Source: an optimization exercise on an open RTL-to-GDS flow (aim: small area, a short achievable clock period and few clock cycles). Production flows keep margins and buffers that such runs may drop.

// SM_2300_Task6_dijkstra
module SM_2300_Task6_dijkstra(
  input clk_50M,
  input rst,
  input go,
  input [5:0] src,
  input [5:0] dst,
  input [209:0] weights,
  output ready,
  output reg out_valid,
  output reg [5:0] out_node,
  output reg out_last,
  output reg [10:0] path_cost
);
reg [209:0] wreg;
reg [5:0] srcr, dstr;
reg busy, seed;
reg rdy;            
reg [7:0] dreg [0:11];
reg [1:0] par [0:11];
assign ready = rdy;
function [8:0] relax;
  input [7:0] a;
  input [7:0] d;
  input [5:0] w;
  reg [8:0] s;
  reg c, b, wi;
  integer i;
  begin
    c = 1'b0;
    for (i = 0; i < 8; i = i + 1) begin
      wi = (i < 6) ? w[i] : 1'b0;
      s[i] = a[i] ^ wi ^ c;
      c = (a[i] & wi) | (a[i] & c) | (wi & c);
    end
    s[8] = c;
    b = 1'b0;
    for (i = 0; i < 8; i = i + 1)
      b = (~s[i] & d[i]) | (~s[i] & b) | (d[i] & b);
    b = b & ~s[8];
    relax = {b, b ? s[7:0] : d};
  end
endfunction
function [9:0] relax2;
  input [7:0] a1;
  input [5:0] w1;
  input [7:0] a2;
  input [5:0] w2;
  input [7:0] d;
  reg [8:0] s1, s2;
  reg c, b1, b2, le, wi, sel1, sel2;
  integer i;
  begin
    c = 1'b0;
    for (i = 0; i < 8; i = i + 1) begin
      wi = (i < 6) ? w1[i] : 1'b0;
      s1[i] = a1[i] ^ wi ^ c;
      c = (a1[i] & wi) | (a1[i] & c) | (wi & c);
    end
    s1[8] = c;
    c = 1'b0;
    for (i = 0; i < 8; i = i + 1) begin
      wi = (i < 6) ? w2[i] : 1'b0;
      s2[i] = a2[i] ^ wi ^ c;
      c = (a2[i] & wi) | (a2[i] & c) | (wi & c);
    end
    s2[8] = c;
    b1 = 1'b0;
    b2 = 1'b0;
    le = 1'b1;
    for (i = 0; i < 8; i = i + 1) begin
      b1 = (~s1[i] & d[i]) | (~s1[i] & b1) | (d[i] & b1);
      b2 = (~s2[i] & d[i]) | (~s2[i] & b2) | (d[i] & b2);
      le = (~s1[i] & s2[i]) | (~s1[i] & le) | (s2[i] & le);
    end
    b1 = b1 & ~s1[8];
    b2 = b2 & ~s2[8];
    le = (~s1[8] & s2[8]) | (~s1[8] & le) | (s2[8] & le);
    sel1 = b1 & le;
    sel2 = b2 & ~le;
    relax2 = {sel1, sel2, sel1 ? s1[7:0] : sel2 ? s2[7:0] : d};
  end
endfunction
wire [5:0] sw0 = {1'b0, wreg[4:0]};
wire [5:0] sw1 = {1'b0, wreg[99:95]};
wire [5:0] sw2 = {1'b0, wreg[184:180]};
wire [5:0] sw3 = wreg[54:50] + wreg[49:45];
wire [5:0] sw4 = {1'b0, wreg[64:60]};
wire [5:0] sw5 = wreg[194:190] + wreg[189:185];
wire [5:0] sw6 = wreg[204:200] + wreg[164:160];
  ...
Settings: LEC_CHECK=0, ABC_AREA=1, CAP_MARGIN=20, CORE_MARGIN=2, CORE_UTILIZATION=40, SLEW_MARGIN=20, SYNTH_MEMORY_MAX_BITS=65536; clock period 80.0 ns.
standard.sh (not shown) runs the stock make flow with config.mk's settings and CLKGATE_MAP_FILE= SYNTH_SCRIPT=/design/flow/synth_recipe.tcl, a recipe that flattens the netlist after the stock synthesis.
==> flow/flow/run.sh <==
#!/bin/bash
set -euo pipefail
bash standard.sh "BUFFER_PORTS_ARGS=-buffer_cell sky130_fd_sc_hd__buf_1" "CTS_ARGS=-sink_clustering_enable -repair_clock_nets -dont_use_dummy_load -buf_list sky130_fd_sc_hd__clkbuf_4 -root_buf sky130_fd_sc_hd__clkbuf_16" finish > make_finish.log 2>&1
The starting point produced a clean layout.
==> next run, changes <==
--- a/flow/design.v
+++ b/flow/design.v
@@ -404,25 +404,25 @@
   if (ys30) begin dl = d1_0; dr = d7_0; wl = wreg[204:200]; wr = wreg[164:160]; end
   if (ys26) begin dl = d2_0; dr = d6_0; wl = wreg[79:75]; wr = wreg[89:85]; end
   if (ys18) begin dl = d3_0; dr = d5_0; wl = wreg[124:120]; wr = wreg[154:150]; end
   if (ys15) begin dl = d3_0; dr = d4_0; wl = wreg[129:125]; wr = wreg[139:135]; end
   if (ys21) begin dl = d4_0; dr = d11_0; wl = wreg[119:115]; wr = wreg[109:105]; end
   if (ys32) begin dl = d7_0; dr = d8_0; wl = wreg[169:165]; wr = wreg[179:175]; end
   if (ys4) begin dl = d9_0; dr = d10_0; wl = wreg[19:15]; wr = wreg[34:30]; end
 end
 wire [8:0] cl = {1'b0, dl} + {4'd0, wl};
 wire [8:0] cr = {1'b0, dr} + {4'd0, wr};
 wire ydir = ~yreal & (cr < cl);           
 wire [8:0] cy = same_core ? 9'd0 : ydir ? cr : cl;
-wire blocked = (ch0 & ({1'b0, dn0} < cy)) | (ch1 & ({1'b0, dn1} < cy)) | (ch2 & ({1'b0, dn2} < cy)) | (ch3 & ({1'b0, dn3} < cy)) | (ch4 & ({1'b0, dn4} < cy)) | (ch5 & ({1'b0, dn5} < cy)) | (ch6 & ({1'b0, dn6} < cy)) | (ch7 & ({1'b0, dn7} < cy)) | (ch8 & ({1'b0, dn8} < cy)) | (ch9 & ({1'b0, dn9} < cy)) | (ch10 & ({1'b0, dn10} < cy)) | (ch11 & ({1'b0, dn11} < cy));
+wire blocked = (ch0 & (dn0[7:2] <= cy[8:2])) | (ch1 & (dn1[7:2] <= cy[8:2])) | (ch2 & (dn2[7:2] <= cy[8:2])) | (ch3 & (dn3[7:2] <= cy[8:2])) | (ch4 & (dn4[7:2] <= cy[8:2])) | (ch5 & (dn5[7:2] <= cy[8:2])) | (ch6 & (dn6[7:2] <= cy[8:2])) | (ch7 & (dn7[7:2] <= cy[8:2])) | (ch8 & (dn8[7:2] <= cy[8:2])) | (ch9 & (dn9[7:2] <= cy[8:2])) | (ch10 & (dn10[7:2] <= cy[8:2])) | (ch11 & (dn11[7:2] <= cy[8:2]));
 wire found = busy & ~blocked;
 wire [7:0] cost_now = (srcr == dstr) ? 8'd0 : cy[7:0] + {3'b000, offs} + {3'b000, offd};
 function [5:0] coreof;    
   input [5:0] n;
   begin
     coreof = n;
     case (n)
       6'd2: coreof = 6'd1;
       6'd3: coreof = 6'd1;
       6'd5: coreof = 6'd4;
       6'd6: coreof = 6'd4;
       6'd8: coreof = 6'd7;
The new run completed with no timing, DRC or antenna violations.
Worst setup slack hardly moves.
First-iteration DRC count is lower by about 7%.
Global-route usage is higher by 0.31 points.
Critical path depth is higher by 62.
Wire length is lower by 1.9%.
Final cell count is lower by about 2.3%.
Core utilization stays flat.
Function was not checked in any run of this note: the RTL went through the layout flow alone.

## port drivers added, routing unchanged
Ports are ideal in the flow. The routed layouts listed here were re-timed in OpenROAD.
Step 1: set_driving_cell puts a clkbuf_16 on clk_50M and a buf_2 on each other input, an assumption about the parent block.
Step 2 adds t to the input delays and takes it off the output delays; t is the mean of the earliest and latest rising clock arrival at the registers after step 1. Input paths then give back, and output paths get back, about the clock's delay inside the block.
Slacks: ideal ports / drivers / drivers and shift; pairs: ideal ports / drivers.
run	shift t [ns]	setup WS [ns]	hold slack, ns
the first run	0.681	62.569 / 62.578 / 61.896	0.459 / 0.459 / 0.459
the second run	0.668	62.567 / 62.567 / 62.007	0.458 / 0.458 / 0.458
After both steps every run listed still meets setup and hold. The setup slack of the first run, which loses most, moves by +0.009 ns with the drivers and by -0.673 ns with both steps.
